Context: an optimization exercise on an open-source flow, tuned for small area and a short achievable clock period. The choices shown serve that exercise and are no tape-out recipe.
In this exercise RTL edits were held to simulation tests only and were not proved equivalent to the original.
The clock port is modelled as an ideal driver; clocking choices that lean on that would not hold on a real chip.
Power figures rest on the tool's default switching activity, not on a simulated workload.

==> flow/design.v (outline; a module is shown in full before it is edited, if it fits) <==
// module g_a21o: 3 lines
// module g_a221o: 3 lines
// module g_a222oi: 3 lines
// module g_a22o: 3 lines
// module g_a311oi: 3 lines
// module g_a31oi: 3 lines
// module g_a32o: 3 lines
// module g_a32oi: 3 lines
// module g_and3: 3 lines
// module g_inv: 3 lines
// module g_mux2i: 3 lines
// module g_nand2: 3 lines
// module g_nand3: 3 lines
// module g_nand4: 3 lines
// module g_nor2: 3 lines
// module g_o211a: 3 lines
// module g_o21a: 3 lines
// module g_o21ai: 3 lines
// module g_o22ai: 3 lines
// module g_o311a: 3 lines
// module g_o311ai: 3 lines
// module g_xnor2: 3 lines
// module g_xor2: 3 lines
// module s_box: 454 lines
// module aes_ops_top: 1491 lines
module aes_ops_top (
    input  logic         clk,
    input  logic [2:0]   operation_select,
    input  logic [127:0] operand1,
    input  logic [127:0] operand2,
    output logic [127:0] result
);
  // ...
==> flow/run.sh <==
#!/bin/bash
# synth_recipe.tcl (not shown) runs the flow's synth.tcl, then flattens the netlist and writes it again
# the make line also repeats each setting of config.mk as NAME=value (left out here)
make -C /OpenROAD-flow-scripts/flow DESIGN_CONFIG=/design/flow/config.mk WORK_HOME=/design/flow/orfs CLKGATE_MAP_FILE= SYNTH_SCRIPT=/design/flow/synth_recipe.tcl finish
==> flow/config.mk <==
export PLATFORM = sky130hd
export DESIGN_NAME = aes_ops_top
export DESIGN_NICKNAME = aes_ops_top
export VERILOG_FILES = /design/flow/design.v
export SDC_FILE = /design/flow/constraint.sdc
export NUM_CORES = 4
export LEC_CHECK = 0
export CAP_MARGIN = 20
export CELL_PAD_IN_SITES_DETAIL_PLACEMENT = 1
export CELL_PAD_IN_SITES_GLOBAL_PLACEMENT = 2
export CORE_MARGIN = 2
export CORE_UTILIZATION = 45
export SLEW_MARGIN = 20
export SYNTH_HIERARCHICAL = 1
==> flow/constraint.sdc <==
create_clock -name core_clock -period 4.0 [get_ports {clk}]
set_input_delay 0.8000 -clock core_clock [delete_from_list [all_inputs] [get_ports {clk}]]
set_output_delay 0.8000 -clock core_clock [all_outputs]
set_load 0.01 [all_outputs]
==> results.py, run 1 <==
metrics = {
    "synthesis": {
        "synth_edf_count": 0,
        "yosys.cell_types.count": 41,
        "synth_top_family_by_area": "simple AND/OR/NAND/NOR gates",
        "synth_area_um2": 50400,
        "yosys.area_share.simple_pct": 38.6,
        "synth_adder_area_share_pct": 0,
        "synth_top_area_share_pct": 17.9,
        "synth_commonest_cells": "nand2_1 (2,408), nand3_1 (1,472), o21ai_1 (880)",
        "synthMuxAreaShare_pct": 0.318,
        "yosysWarnings": 7,
        "async_reset_ff_share_pct": 0,
        "ys_seq_area_share_pct": 10.4,
        "yosysMostFrequentCell": "nand2_1",
        "synth_compound_area_share_pct": 33.6,
        "synth_cells": 8653,
        "synth_top_flop_cell": "dfxtp_1",
        "synth_seq_cells": 262,
        "ys_top_cells_by_area": "nand2_1 (18%), nand3_1 (15%), xor2_1 (11%), dfxtp_1 (10%), o21ai_1 (8.7%)",
        "synthXorXnorAreaFrac_pct": 13.4,
        "yosys.area.top_type": "nand2_1",
        "syn_area_per_cell_um2": 5.83,
        "syn_nets": 8913,
    },
    "status": {
        "haltStage": "3_3_place_gp",
        "firstError": "[ERROR GPL-0301] Utilization 101.064 % exceeds 100%.",
        "outcome": "stopped before the end",
    },
    "die": {
        "ios": 388,
        "initial_core_util_pct": 45.4,
        "rows": 122,
        "fp.dieW_um": 339,
        "die_h_um": 339,
    },
    "place": {
        "port_buffers": 387,
    },
}
==> inputs of run 2 (changes only) <==
--- a/flow/config.mk
+++ b/flow/config.mk
@@ -8,7 +8,8 @@
 export CAP_MARGIN = 20
 export CELL_PAD_IN_SITES_DETAIL_PLACEMENT = 1
-export CELL_PAD_IN_SITES_GLOBAL_PLACEMENT = 2
+export CELL_PAD_IN_SITES_GLOBAL_PLACEMENT = 1
 export CORE_MARGIN = 2
-export CORE_UTILIZATION = 45
+export CORE_UTILIZATION = 40
+export SETUP_SLACK_MARGIN = 1.8
 export SLEW_MARGIN = 20
 export SYNTH_HIERARCHICAL = 1
==> results.py, run 2 <==
metrics = {
    "status": {
        "outcome": "stopped before the end",
        "haltStage": "5_1_grt",
        "firstError": "[ERROR GRT-0116] Global routing finished with congestion. Check the congestion regions in the DRC Viewer.",
    },
    "place": {
        "dp_hpwl_mm": 288,
        "gp_congestion": 1.25,
        "port_buffers": 387,
        "place_inst": 11200,
    },
    "synthesis": {
        "synth_adder_area_share_pct": 0,
        "synth_commonest_cells": "nand2_1 (2,408), nand3_1 (1,472), o21ai_1 (880)",
        "synthXorXnorAreaFrac_pct": 13.4,
        "syn_area_per_cell_um2": 5.83,
        "synth_cells": 8653,
        "syn_nets": 8913,
        "async_reset_ff_share_pct": 0,
        "synth_top_area_share_pct": 17.9,
        "synth_compound_area_share_pct": 33.6,
        "synth_top_family_by_area": "simple AND/OR/NAND/NOR gates",
        "synth_area_um2": 50400,
        "yosys.area_share.simple_pct": 38.6,
        "synthMuxAreaShare_pct": 0.318,
        "yosys.cell_types.count": 41,
        "synth_edf_count": 0,
        "yosys.area.top_type": "nand2_1",
        "synth_seq_cells": 262,
        "ys_top_cells_by_area": "nand2_1 (18%), nand3_1 (15%), xor2_1 (11%), dfxtp_1 (10%), o21ai_1 (8.7%)",
        "yosysMostFrequentCell": "nand2_1",
        "ys_seq_area_share_pct": 10.4,
        "yosysWarnings": 7,
        "synth_top_flop_cell": "dfxtp_1",
    },
    "clock_network": {
        "clockBufferDepth": 3,
        "cts_hold_buf": 0,
        "cts_root_buffer": "clkbuf_16",
        "cts_sinks": 262,
        "htree_levels": 2,
        "numCtsBuffers": 41,
    },
    "die": {
        "die_h_um": 359,
        "rows": 130,
        "initial_core_util_pct": 40.2,
        "ios": 388,
        "fp.dieW_um": 359,
    },
    "grt": {
        "grt_max_degree": 67,
    },
}
## run 2: logic make-up after synthesis
logic type	after synthesis
DFF	262
xor gates and xnor gates	769
muxes	16
and+or+nand+nor	4594
buffers and inverters	502
AOI/OAI and AO/OA	2510
## run 2: power groups by stage
stage	logic (mW)	clock network, mW	registers (mW)
after global placement	15.5	0	3.99
after floorplan	8.18	0	4.16
after CTS	18.2	3.93	3.90
after detailed placement	15.6	0	3.99
## run 2: worst max-delay path by stage
| stage | end | cells after the start |
|---|---|---|
| 3_5_place_dp | x_q[90]$_DFF_P_ | 6 |
| 2_1_floorplan | result[127]$_DFF_P_ | 8 |
| 4_1_cts | result[51]$_DFF_P_ | 8 |
| 3_3_place_gp | x_q[90]$_DFF_P_ | 6 |
## run 2: per-module statistics from Yosys (local to each module, per instance), a selection
| module | flops+latches | area [um^2] | copies in the design |
|---|---|---|---|
| g_a222oi | 0 | 10.0 | 96 |
| g_a22o | 0 | 8.76 | 224 |
| g_a311oi | 0 | 8.76 | 16 |
| g_a32o | 0 | 10.0 | 16 |
| g_a32oi | 0 | 8.76 | 208 |
| g_and3 | 0 | 6.26 | 48 |
| g_inv | 0 | 3.75 | 496 |
| g_mux2i | 0 | 10.0 | 16 |
| g_nand2 | 0 | 3.75 | 2408 |
| g_nand4 | 0 | 6.26 | 64 |
| g_nor2 | 0 | 3.75 | 576 |
| g_o211a | 0 | 10.0 | 16 |
| g_o21a | 0 | 7.51 | 16 |
| g_o22ai | 0 | 6.26 | 128 |
| g_o311ai | 0 | 8.76 | 160 |
| g_xor2 | 0 | 8.76 | 632 |
## run 2: repair_timing
action	in CTS
endpoints found under the setup margin	372
pin swaps	291
resized for setup	2020
cloned	28
buffers inserted	482
## run 2: per-stage QoR
step	area (um^2)	setup TNS (ps)	worst slack, ps	util, %
after CTS	74300	0	1440	59.2
after detailed placement	60800	-8.35	-8.35	48.4
after global placement	60800	0	66.9	48.4
after floorplan	51000	0	1440	-
==> inputs of run 3 (changes only) <==
--- a/flow/config.mk
+++ b/flow/config.mk
@@ -10,6 +10,6 @@
 export CELL_PAD_IN_SITES_GLOBAL_PLACEMENT = 1
 export CORE_MARGIN = 2
-export CORE_UTILIZATION = 40
-export SETUP_SLACK_MARGIN = 1.8
+export CORE_UTILIZATION = 30
+export SETUP_SLACK_MARGIN = 1.4
 export SLEW_MARGIN = 20
 export SYNTH_HIERARCHICAL = 1
==> results.py, run 3 <==
metrics = {
    "sta": {
        "min_period_ps": 2850,
        "finalMaxSlewViolations": 0,
        "rsz0062_at_grt": "yes",
        "period_share_pct": 71.3,
        "worst_slew_pin_slew_ps": 1210,
        "max_freq_ghz": 0.351,
        "slew_headroom_pct": 19.5,
        "finalHoldViolations": 0,
        "setup_viol": 0,
        "skew_ps": 51.9,
    },
    "die": {
        "die_h_um": 414,
        "fp.dieW_um": 414,
        "ios": 388,
        "fp.dieArea_um2": 171000,
        "rows": 150,
        "initial_core_util_pct": 30.2,
        "design.core.area_um2": 167000,
    },
    "finish": {
        "fin_nets": 10400,
        "fin_cells": 12400,
        "layout_commonest_cell": "nand2_1",
        "area_delta_synth_final_pct": 49.8,
        "mostFrequentLayoutCells": "nand2_1 (2,080), nand3_1 (1,336), o21ai_1 (812)",
        "drive_gt1_share_pct": 23.0,
        "reg_top3": "result (128), x_q (128)",
    },
    "setup_path": {
        "worstPathRequired_ps": 4530,
        "cp_max_fo": 8,
        "reg2reg_depth": 12,
        "startpoint_type": "flip-flop",
        "reg2reg_to": "result[4]$_DFF_P_",
        "cp.arrival_ps": 3380,
        "crit_type": "flip-flop to flip-flop",
        "r2r_start": "x_q[120]$_DFF_P_",
        "worst_setup_path_end_kind": "flip-flop",
        "r2r_slack_ps": 1150,
    },
    "grt": {
        "antenna_found_initial": 19,
        "grt_usage_pct": 46.6,
        "grt_max_degree": 83,
        "grt_pass1_wl_mm": 596,
        "grt-ovfl-total": 0,
        "grt_pass1_vias": 81700,
    },
    "place": {
        "dp_hpwl_mm": 306,
        "port_buffers": 387,
        "place_inst": 11800,
        "gp_congestion": 1.12,
    },
    "clock_network": {
        "htree_levels": 2,
        "numCtsBuffers": 41,
        "cts_sinks": 262,
        "cts_tree": "yes",
        "clockBufferDepth": 3,
        "cts_hold_buf": 0,
        "clock_latency_ps": 680,
        "clk_pin_slew_worst_paths_ps": 60,
        "cts_root_buffer": "clkbuf_16",
    },
    "routing": {
        "wirelength_mm": 437,
        "wl_met2_mm": 175,
        "vias": 88200,
        "wire_per_inst_um": 35.4,
        "wl_met1_mm": 159,
        "drc_errors": 0,
        "drt-vias-per-instance": 7.14,
        "drt_iter0_markers": 16500,
        "met3_wirelength_mm": 62.6,
        "highest_layer": "met5",
        "antenna_left": 0,
        "first_pass_iters": 17,
    },
    "synthesis": {
        "synth_area_um2": 50400,
        "async_reset_ff_share_pct": 0,
        "synth_top_area_share_pct": 17.9,
        "yosys.area.top_type": "nand2_1",
        "yosys.cell_types.count": 41,
        "syn_area_per_cell_um2": 5.83,
        "ys_top_cells_by_area": "nand2_1 (18%), nand3_1 (15%), xor2_1 (11%), dfxtp_1 (10%), o21ai_1 (8.7%)",
        "synth_top_flop_cell": "dfxtp_1",
        "yosysWarnings": 7,
        "yosysMostFrequentCell": "nand2_1",
        "synth_seq_cells": 262,
        "synth_commonest_cells": "nand2_1 (2,408), nand3_1 (1,472), o21ai_1 (880)",
        "ys_seq_area_share_pct": 10.4,
        "syn_nets": 8913,
        "synth_cells": 8653,
        "synth_edf_count": 0,
    },
    "power_and_ir_drop": {
        "leakage_nw": 32.1,
        "clock_power_share_pct": 14.4,
        "sequentialPowerShare_pct": 14.2,
        "swShare_pct": 56.9,
        "p_comb_share_pct": 71.4,
        "p_per_area_nw_per_um2": 375,
        "power.total_mw": 28.3,
        "power_switching_mw": 16.1,
        "ir_drop_v": 0.000298,
        "p_int_mw": 12.2,
    },
    "run": {
        "drv_cap": 0,
    },
    "hold_path": {
        "hold_path_startpoint": "operand1[68]",
        "holdCritPathClass": "input pin to flip-flop",
        "min_to": "x_q[68]$_DFF_P_",
        "hold_depth": 2,
    },
    "status": {
        "outcome": "complete, no violations",
    },
}
==> run 3: power groups by stage <==
stage / sequential [mW] / combinational (mW) / clock, mW
3_5_place_dp: 4.01 / 16.1 / 0
3_3_place_gp: 4.02 / 16.2 / 0
5_1_grt: 3.98 / 20.6 / 4.23
2_1_floorplan: 4.15 / 8.16 / 0
4_1_cts: 3.91 / 17.3 / 4.12
6_report: 4.01 / 20.2 / 4.08
==> run 3: repair_timing <==
action	in CTS	in global routing
setup endpoints to repair	196	133
cloned	12	12
pin swaps	69	240
gates resized for setup	794	1043
setup buffers	188	244
==> run 3: cell type report <==
class                   instances  area, um^2
fillers                     21600       91500
multi-input cells            7891       49500
repair buffers               1408       13900
flip-flops and latches        262        5600
well taps                    2204        2760
inverters                     497        2230
clock buffers                  54        1120
clock inverters                21         287
diodes                         23        57.6
repair inverters                4        22.5
==> run 3: per-layer routing <==
layer / up-vias / track usage (%)
li1: 35200 / -
met1: 42300 / 58.5
met2: 8389 / 66.9
met3: 2312 / 15.6
met4: 16 / 31.6
met5: - / 0.612
==> run 3: kinds of logic after synthesis <==
family / after synthesis / synth area share, %
AO/OA/AOI/OAI: 2510 / 33.6
AND/OR/NAND/NOR: 4594 / 38.6
flip-flops: 262 / 10.4
XOR/XNOR: 769 / 13.4
buffers and inverters: 502 / 3.77
multiplexers: 16 / 0.318
==> run 3: per-stage QoR <==
step	utilization (%)	worst slack [ps]	area, um^2	TNS [ps]	hold WS, ps
after floorplan	-	1400	50900	0	764
after CTS	40.9	1270	68400	0	685
after global placement	37.0	-509	61900	-1170	803
after global routing	45.2	1180	75500	0	712
after detailed placement	37.1	5.05	61900	0	797
final	45.2	1150	75500	0	696
==> run 3: worst max path at each step <==
| stage | slack [ps] | endpoint | depth (start not counted) | start |
|---|---|---|---|---|
| detailed placement | 5 | x_q[66]$_DFF_P_ | 5 | operation_select[2] |
| finish | 1150 | result[4]$_DFF_P_ | 12 | x_q[120]$_DFF_P_ |
| global route | 1180 | result[4]$_DFF_P_ | 12 | x_q[120]$_DFF_P_ |
| CTS | 1270 | result[69]$_DFF_P_ | 14 | x_q[121]$_DFF_P_ |
| floorplan | 1400 | result[103]$_DFF_P_ | 8 | x_q[124]$_DFF_P_ |
| global placement | -510 | x_q[33]$_DFF_P_ | 5 | operation_select[1] |
==> run 3: critical path, stage by stage, from the launching register on <==
cell     delay (ps)
dfxtp_4         420
nand2_4         200
buf_4           220
nand2_1         120
nand2_1         110
nand3_1         130
o22ai_2         340
a32oi_1         130
o21ai_1         220
nand2_2         100
buf_12          170
a22o_1          250
xnor2_2         290
==> run 3: modules after synthesis, one instance, submodules excluded, excerpt <==
module	cells inside	area, um^2
g_nand4	1	6.26
g_a311oi	1	8.76
g_nand2	1	3.75
g_o211a	1	10.0
g_xor2	1	8.76
g_o21ai	1	5.00
g_o311a	1	10.0
g_mux2i	1	10.0
g_o22ai	1	6.26
aes_ops_top	301	5530
g_nor2	1	3.75
g_xnor2	1	8.76
g_inv	1	3.75
g_o21a	1	7.51
g_and3	1	6.26
g_a21o	1	7.51
==> inputs of run 4 (changes only) <==
==> flow/flow/run.sh (new file) <==
#!/bin/bash
# Layout flow: the standard ORFS flow (standard.sh) with
#  - buf_1 port buffers,
#  - the result registers' clock delayed by a few clock buffers after CTS
#    (useful skew for the paths from the stage-1 registers to the result registers),
#    planned from floorplan on as an ideal clock latency on those registers,
#  - timing repair after the skew is in place, and power (size) recovery after global route.
# Each tool's output goes to the ORFS logs (orfs/logs/...) and to standard.log here.
set -uo pipefail
HERE=$(pwd)
source "$HERE/flow/params.sh"
export BUFFER_PORTS_ARGS="-buffer_cell sky130_fd_sc_hd__buf_1"
export PRE_FLOORPLAN_TCL="$HERE/flow/pre_floorplan.tcl"
export POST_CTS_TCL="$HERE/flow/post_cts.tcl"
export SKIP_CTS_REPAIR_TIMING=1
bash standard.sh > "$HERE/standard.log" 2>&1
rc=$?
echo "standard.sh exit $rc"
exit $rc
==> flow/flow/params.sh (new file) <==
# Flow parameters (sourced by run.sh)
export SETUP_SLACK_MARGIN=1.35
export RECOVER_POWER=0
export SKEW_LATENCY=0.33
export SKEW_CELLS="sky130_fd_sc_hd__clkbuf_2 sky130_fd_sc_hd__clkbuf_2 sky130_fd_sc_hd__clkbuf_8"
==> flow/flow/post_cts.tcl (new file) <==
# Realise the planned skew: buffers between each clock-tree leaf net and the CLK
# pins of the result registers on it. Then repair setup and hold timing.
set_propagated_clock [all_clocks]
unset_clock_latency [get_pins -of_objects [get_cells {result*}] -filter "direction==input" -quiet]
set groups [dict create]
foreach c [get_cells {result*}] {
  foreach x [get_pins -of_objects $c -filter "direction==input"] {
    if {[string match "*/CLK" [get_full_name $x]]} {
      dict lappend groups [get_full_name [get_nets -of_objects $x]] $x
    }
  }
}
set i 0
foreach n [dict keys $groups] {
  set pins [dict get $groups $n]
  set sx 0; set sy 0
  foreach x $pins {
    set loc [[sta::sta_to_db_inst [get_cells -of_objects $x]] getLocation]
    set sx [expr {$sx + [lindex $loc 0]}]; set sy [expr {$sy + [lindex $loc 1]}]
  }
  set k [llength $pins]
  set loc [list [expr {double($sx) / $k / 1000.0}] [expr {double($sy) / $k / 1000.0}]]
  set net [get_nets $n]
  set s 0
  foreach cell $::env(SKEW_CELLS) {
    insert_buffer -buffer_cell $cell -net $net -load_pins $pins -location $loc -buffer_name skewbuf_${i}_$s -net_name skewnet_${i}_$s
    set net [get_nets -of_objects [lindex $pins 0]]
    incr s
  }
  incr i
}
puts "skew: $i groups of result registers, buffers $::env(SKEW_CELLS) each"
detailed_placement
estimate_parasitics -placement
report_clock_skew
repair_timing_helper -setup
repair_timing_helper -hold
detailed_placement
check_placement -verbose
estimate_parasitics -placement
report_worst_slack -max
report_worst_slack -min
report_checks -path_delay max -format end -group_path_count 3 -to [all_outputs]
report_checks -path_delay max -format end -group_path_count 3 -from [all_inputs]
report_checks -path_delay max -format end -group_path_count 3
==> flow/flow/pre_floorplan.tcl (new file) <==
# Plan the useful skew: the result registers' clock arrives SKEW_LATENCY later.
set_clock_latency $::env(SKEW_LATENCY) [get_pins -of_objects [get_cells {result*}] -filter "direction==input" -quiet]
puts "skew plan: clock latency $::env(SKEW_LATENCY) on the result registers"
==> flow/standard.sh (new file) <==
#!/bin/bash
# synth_recipe.tcl (not shown) runs the flow's synth.tcl, then flattens the netlist and writes it again
# the make line also repeats each setting of config.mk as NAME=value (left out here)
make -C /OpenROAD-flow-scripts/flow DESIGN_CONFIG=/design/flow/config.mk WORK_HOME=/design/flow/orfs CLKGATE_MAP_FILE= SYNTH_SCRIPT=/design/flow/synth_recipe.tcl "${@:-finish}"
--- a/flow/config.mk
+++ b/flow/config.mk
@@ -10,6 +10,5 @@
 export CELL_PAD_IN_SITES_GLOBAL_PLACEMENT = 1
 export CORE_MARGIN = 2
-export CORE_UTILIZATION = 30
-export SETUP_SLACK_MARGIN = 1.4
+export CORE_UTILIZATION = 35
 export SLEW_MARGIN = 20
 export SYNTH_HIERARCHICAL = 1
removed: flow/run.sh
==> results.py, run 4 <==
metrics = {
    "status": {
        "outcome": "complete, no violations",
    },
    "grt": {
        "grt_pass1_vias": 82200,
        "antenna_found_initial": 22,
        "grt_max_degree": 75,
        "grt_usage_pct": 51.1,
        "grt_pass1_wl_mm": 570,
        "grt-ovfl-total": 0,
    },
    "synthesis": {
        "synth_top_area_share_pct": 17.9,
        "yosysWarnings": 7,
        "async_reset_ff_share_pct": 0,
        "synth_commonest_cells": "nand2_1 (2,408), nand3_1 (1,472), o21ai_1 (880)",
        "synth_edf_count": 0,
        "yosys.cell_types.count": 41,
        "ys_seq_area_share_pct": 10.4,
        "ys_top_cells_by_area": "nand2_1 (18%), nand3_1 (15%), xor2_1 (11%), dfxtp_1 (10%), o21ai_1 (8.7%)",
        "synth_area_um2": 50400,
        "yosysMostFrequentCell": "nand2_1",
        "synth_cells": 8653,
        "syn_area_per_cell_um2": 5.83,
        "yosys.area.top_type": "nand2_1",
        "synth_top_flop_cell": "dfxtp_1",
        "syn_nets": 8913,
        "synth_seq_cells": 262,
    },
    "die": {
        "fp.dieArea_um2": 147000,
        "die_h_um": 384,
        "rows": 139,
        "initial_core_util_pct": 35.2,
        "fp.dieW_um": 384,
        "design.core.area_um2": 143000,
        "ios": 388,
    },
    "routing": {
        "wire_per_inst_um": 34.7,
        "drc_errors": 0,
        "vias": 86700,
        "first_pass_iters": 17,
        "antenna_left": 0,
        "drt_iter0_markers": 18200,
        "drt-vias-per-instance": 7.43,
        "wirelength_mm": 405,
    },
    "power_and_ir_drop": {
        "leakage_nw": 27.8,
        "ir_drop_v": 0.000373,
        "swShare_pct": 58.0,
        "power_switching_mw": 15.4,
        "p_int_mw": 11.1,
        "clock_power_share_pct": 19.9,
        "power.total_mw": 26.5,
        "p_per_area_nw_per_um2": 422,
        "p_comb_share_pct": 65.0,
        "sequentialPowerShare_pct": 15.1,
    },
    "setup_path": {
        "worst_setup_path_end_kind": "flip-flop",
        "startpoint_type": "flip-flop",
        "cp_max_fo": 12,
        "cp.arrival_ps": 3780,
        "crit_family": "compound AO/OA/AOI/OAI gates",
        "critical-path-slowest-cell": "dfxtp_1",
        "crit_type": "flip-flop to flip-flop",
        "worstPathRequired_ps": 4840,
        "crit_buf_inv": 1,
        "slowest_delay_ps": 640,
        "cp_cell_sequence": "buf_4 > nand3_1 > a31oi_1 > nand2_1 > o21ai_1 > nand3_1 > nand3_1 > nand2_1 > a22o_1 > xnor2_1",
        "crit_top_cell": "nand3_1",
    },
    "finish": {
        "postLayoutCellArea_um2": 62800,
        "reg_top3": "result (128), x_q (128)",
        "multiInputGateArea_um2": 44800,
        "fin_nets": 9979,
        "drive_gt1_share_pct": 11.8,
        "finish.utilization_pct": 43.8,
        "layout_commonest_cell": "nand2_1",
        "area_delta_synth_final_pct": 24.6,
        "fillCellCount": 19800,
        "fin_cells": 11700,
        "regArea_um2": 5400,
        "mostFrequentLayoutCells": "nand2_1 (2,283), nand3_1 (1,443), o21ai_1 (869)",
    },
    "clock_network": {
        "cts_tree": "yes",
        "clk_pin_slew_worst_paths_ps": 60,
        "clock_latency_ps": 1030,
        "cts_sinks": 262,
    },
    "sta": {
        "min_period_ps": 2940,
        "fin_hold_ws_ps": 317,
        "setup_slack_ps": 1060,
        "setup_viol": 0,
        "max_freq_ghz": 0.340,
        "rsz0062_at_grt": "yes",
        "finalMaxSlewViolations": 0,
        "period_share_pct": 73.5,
        "skew_ps": 405,
        "slew_headroom_pct": 9.77,
        "finalHoldViolations": 0,
        "worst_slew_pin_slew_ps": 1350,
        "fin_tns_setup_ps": 0,
    },
    "run": {
        "drv_cap": 0,
    },
    "place": {
        "place_inst": 11400,
        "dp_hpwl_mm": 289,
        "dpl_cell_area_um2": 57800,
        "pre_cts_slack_ps": 243,
        "port_buffers": 387,
        "gp_congestion": 1.24,
    },
    "hold_path": {
        "holdCritPathClass": "input pin to flip-flop",
    },
}
## run 4: changes by cell type in the layout (fill, tap and decap cells not counted), sizes merged
cell / delta
clkdlybuf4s50: -385
buf: -83
clkbuf: +74
inv: +54
clkinvlp: -35
diode: -13
bufinv: -4
bufbuf: -3
and2: -2
dlygate4sd2: -1
dlymetal6s2s: -1
## run 4: logic make-up after synthesis
logic type,count (synthesis),synth area share (%)
multiplexers,16,0.318
flip-flops,262,10.4
AND/OR/NAND/NOR,4594,38.6
AO/OA/AOI/OAI,2510,33.6
XOR/XNOR,769,13.4
buffers and inverters,502,3.77
## run 4: layout make-up, clock buffers not listed
class | count | area share (%)
clock inverters | 26 | 0.382
multi-input cells | 7889 | 71.4
repair inverters | 14 | 0.115
well taps | 1903 | 3.79
diodes | 10 | 0.0398
repair buffers | 928 | 9.58
inverters | 497 | 3.24
flip-flops and latches | 262 | 8.59
## run 4: metal layers
layer  wire [um]  vias up  part of all wire, %  global-route usage [%]
met3       66800     2596                   17                    21.9
met4       37600       30                  9.3                    36.0
met1      143000    40900                   35                    62.4
li1            -    34400                    -                       -
met5         179        -                0.044                       0
met2      157000     8761                   39                    71.4
## run 4: worst register-to-register path, cell delays in order, from the launching register on
cell and delay, ps:
dfxtp_1 640, buf_4 370, nand3_1 400, a31oi_1 620, nand2_1 250, o21ai_1 160
nand3_1 100, nand3_1 110, nand2_1 120, a22o_1 220, xnor2_1 120
## run 4: final timing paths
path                                       endpoint             from  depth (start not counted)  slack, ps
worst max-delay path             result[84]$_DFF_P_  x_q[80]$_DFF_P_                         10       1060
worst min-delay path                x_q[71]$_DFF_P_     operand1[71]                          2        320
worst max register to register   result[84]$_DFF_P_  x_q[80]$_DFF_P_                         10       1060
worst min register to register  result[124]$_DFF_P_  x_q[92]$_DFF_P_                          3        510
## run 4: per-module statistics from Yosys (local to each module, per instance), excerpt
module,flip-flops and latches,cells inside
g_a32o,0,1
g_a222oi,0,1
g_o311ai,0,1
g_mux2i,0,1
g_and3,0,1
g_nand4,0,1
g_xnor2,0,1
g_o211a,0,1
g_a32oi,0,1
aes_ops_top,262,301
g_a221o,0,1
## run 4: power groups by stage
stage | combinational (mW) | clock [mW] | sequential (mW)
final | 17.2 | 5.27 | 3.99
after global routing | 17.5 | 5.48 | 3.96
after detailed placement | 15.2 | 0 | 3.87
after global placement | 15.1 | 0 | 3.88
after floorplan | 8.16 | 0 | 4.13
==> inputs of run 5 (changes only) <==
==> flow/flow/params.sh (replaced) <==
# Flow parameters (sourced by run.sh)
export SETUP_SLACK_MARGIN=1.35
export RECOVER_POWER=0
export SKEW_LATENCY=0.45
export SKEW_CELLS="sky130_fd_sc_hd__clkbuf_2 sky130_fd_sc_hd__clkbuf_2 sky130_fd_sc_hd__clkbuf_2 sky130_fd_sc_hd__clkbuf_8"
==> results.py, run 5 <==
metrics = {
    "status": {
        "outcome": "complete, no violations",
    },
    "power_and_ir_drop": {
        "power.total_mw": 26.4,
        "power_switching_mw": 15.4,
        "ir_drop_v": 0.000397,
        "p_per_area_nw_per_um2": 429,
        "swShare_pct": 58.2,
        "clock_power_share_pct": 21.1,
        "p_comb_share_pct": 63.9,
        "sequentialPowerShare_pct": 15.1,
        "leakage_nw": 27.3,
        "p_int_mw": 11.0,
    },
    "sta": {
        "fin_tns_setup_ps": 0,
        "finalMaxSlewViolations": 0,
        "setup_viol": 0,
        "slew_headroom_pct": 19.0,
        "period_share_pct": 71.2,
        "setup_slack_ps": 1150,
        "worst_slew_pin_slew_ps": 1210,
        "min_period_ps": 2850,
        "skew_ps": 544,
        "finalHoldViolations": 0,
        "max_freq_ghz": 0.351,
        "rsz0062_at_grt": "yes",
    },
    "grt": {
        "grt_max_degree": 72,
        "grt_usage_pct": 50.9,
        "grt_pass1_wl_mm": 568,
        "antenna_found_initial": 19,
        "grt-ovfl-total": 0,
        "grt_pass1_vias": 81800,
    },
    "die": {
        "initial_core_util_pct": 35.2,
        "rows": 139,
        "die_h_um": 384,
        "fp.dieW_um": 384,
        "design.core.area_um2": 143000,
        "fp.dieArea_um2": 147000,
        "ios": 388,
    },
    "setup_path": {
        "reg2reg_depth": 8,
        "worst_setup_path_end_kind": "flip-flop",
        "critical-path-slowest-cell": "buf_4",
        "startpoint_type": "flip-flop",
        "r2r_start": "x_q[45]$_DFF_P_",
        "crit_family": "buffers and inverters",
        "cp_cell_sequence": "buf_4 > clkinvlp_4 > buf_4 > o311ai_1 > nand3_1 > a32oi_1 > a22o_2 > xnor2_4",
        "cp_max_fo": 34,
        "crit_buf_inv": 3,
        "cp.arrival_ps": 3780,
        "reg2reg_to": "result[41]$_DFF_P_",
        "slowest_delay_ps": 520,
        "worstPathRequired_ps": 4940,
        "crit_top_cell": "buf_4",
        "r2r_slack_ps": 1150,
        "crit_type": "flip-flop to flip-flop",
    },
    "synthesis": {
        "synth_area_um2": 50400,
        "synth_cells": 8653,
        "synth_seq_cells": 262,
        "syn_nets": 8913,
        "yosys.cell_types.count": 41,
        "syn_area_per_cell_um2": 5.83,
        "synth_commonest_cells": "nand2_1 (2,408), nand3_1 (1,472), o21ai_1 (880)",
        "yosysWarnings": 7,
        "yosys.area.top_type": "nand2_1",
        "async_reset_ff_share_pct": 0,
        "ys_seq_area_share_pct": 10.4,
        "synth_top_area_share_pct": 17.9,
        "yosysMostFrequentCell": "nand2_1",
        "synth_edf_count": 0,
        "synth_top_flop_cell": "dfxtp_1",
        "ys_top_cells_by_area": "nand2_1 (18%), nand3_1 (15%), xor2_1 (11%), dfxtp_1 (10%), o21ai_1 (8.7%)",
    },
    "clock_network": {
        "cts_sinks": 262,
        "cts_tree": "yes",
        "clk_pin_slew_worst_paths_ps": 60,
        "clock_latency_ps": 1170,
    },
    "routing": {
        "wirelength_mm": 401,
        "drt_iter0_markers": 18500,
        "drc_errors": 0,
        "drt-vias-per-instance": 7.44,
        "vias": 86300,
        "antenna_left": 0,
        "wire_per_inst_um": 34.6,
        "first_pass_iters": 22,
    },
    "finish": {
        "mostFrequentLayoutCells": "nand2_1 (2,318), nand3_1 (1,450), o21ai_1 (871)",
        "fin_nets": 9921,
        "area_delta_synth_final_pct": 22.2,
        "layout_commonest_cell": "nand2_1",
        "reg_top3": "result (128), x_q (128)",
        "fin_cells": 11600,
        "drive_gt1_share_pct": 10.4,
        "postLayoutCellArea_um2": 61600,
    },
    "hold_path": {
        "hold_path_startpoint": "operand1[70]",
        "hold_depth": 2,
        "min_to": "x_q[70]$_DFF_P_",
        "holdCritPathClass": "input pin to flip-flop",
    },
    "run": {
        "drv_cap": 0,
    },
    "place": {
        "dpl_cell_area_um2": 57500,
        "pre_cts_slack_ps": 695,
        "place_inst": 11300,
        "dp_hpwl_mm": 285,
        "gp_congestion": 1.16,
        "port_buffers": 387,
    },
}
-- run 5: cell count changes in the layout (fill, tap and decap cells not counted), sizes merged --
cell      change
bufinv        +2
clkbuf       +14
buf          -76
clkinv        -3
clkinvlp     -11
inv          +17
diode         -3
-- run 5: per-stage QoR --
step           hold slack [ps]  util (%)
3_5_place_dp               336      40.1
3_3_place_gp               323      40.1
2_1_floorplan              318         -
5_1_grt                    304      43.0
6_report                   288      43.0
-- run 5: worst max path at each step --
stage / start / to / slack (ps) / depth (start not counted)
floorplan: operation_select[0] / x_q[35]$_DFF_P_ / 1370 / 4
global placement: x_q[26]$_DFF_P_ / result[28]$_DFF_P_ / 720 / 12
detailed placement: x_q[40]$_DFF_P_ / result[41]$_DFF_P_ / 700 / 10
global route: x_q[45]$_DFF_P_ / result[41]$_DFF_P_ / 1230 / 8
finish: x_q[45]$_DFF_P_ / result[41]$_DFF_P_ / 1150 / 8
-- run 5: layer usage --
| layer | part of all wire (%) | routed length, um | GRT usage, % |
|---|---|---|---|
| met4 | 8.9 | 35900 | 33.7 |
| met5 | 0.12 | 490 | 0.520 |
| met2 | 39 | 156000 | 71.8 |
| met1 | 35 | 142000 | 62.3 |
| met3 | 17 | 66400 | 21.9 |
-- run 5: area by class of cell, clock buffers not listed --
class	instances	area, um^2
diodes	7	17.5
clock inverters	30	343
fillers	19700	81700
inverters	497	1990
multi-input cells	7889	44400
flip-flops and latches	262	5400
well taps	1903	2380
repair buffers	851	5250
repair inverters	15	82.6
-- run 5: worst register-to-register path: stages (launching register included) --
cell and delay [ps]:
dfxtp_1 310, buf_4 520, clkinvlp_4 490, buf_4 310
o311ai_1 440, nand3_1 140, a32oi_1 390, a22o_2 370
xnor2_4 190
-- run 5: kinds of logic (layout without fill, tap and decap cells) --
family          count (synthesis)  after routing  synth area share, %
compound gates               2510           2510                 33.6
xor+xnor                      769            769                 13.4
buf+inv                       502           1543                 3.77
flops                         262            262                 10.4
mux                            16             16                0.318
other cells                     0              7                    0
simple gates                 4594           4594                 38.6
-- run 5: per-module statistics from Yosys, one instance, submodules excluded, a selection --
module	flops+latches	cells inside	times used	area, um^2
g_mux2i	0	1	16	10.0
g_o311a	0	1	16	10.0
g_a222oi	0	1	96	10.0
g_o311ai	0	1	160	8.76
g_a32oi	0	1	208	8.76
g_xnor2	0	1	136	8.76
g_o21a	0	1	16	7.51
g_o22ai	0	1	128	6.26
g_a31oi	0	1	640	6.26
g_nor2	0	1	576	3.75
g_nand2	0	1	2408	3.75
-- run 5: power by group through the flow --
stage / Combinational, mW / Clock (mW) / Sequential, mW
floorplan: 8.15 / 0 / 4.13
detailed placement: 15.1 / 0 / 3.87
global route: 17.2 / 5.75 / 3.95
finish: 16.9 / 5.56 / 3.98
global placement: 15.0 / 0 / 3.89

==> separate check: timing with driven ports <==
In the flow no input, the clock included, has a driving cell. The finished layouts below were timed again as built, in two steps. Step 1: set_driving_cell puts a clkbuf_16 on clk and a buf_2 on each other input, an assumption about the parent block. Step 2, shift: input delay + t, output delay - t, t = (earliest + latest rising clock arrival at the registers) / 2. This alone moves slack from input paths to output paths. Three values: ideal, step 1, step 2; two values: the first two.
| run | t, ns | setup WS [ns] | worst hold slack (ns) | clock arrival spread, ns |
|---|---|---|---|---|
| run 3 | 0.737 | 1.150 / 1.150 / 0.722 | 0.696 / 0.648 / 0.792 | 0.052 / 0.052 |
| run 4 | 0.902 | 1.061 / 1.061 / 0.605 | 0.317 / 0.265 / 0.510 | 0.409 / 0.409 |
| run 5 | 0.974 | 1.154 / 1.154 / 0.492 | 0.288 / 0.227 / 0.402 | 0.555 / 0.556 |
In run 4 and run 5 the clock reaches the registers at very different times; t lies between them, and the last value is a rough guide only. The setup slack of run 5, which loses most, moves by 0.000 ns with the drivers and by -0.662 ns with both steps.
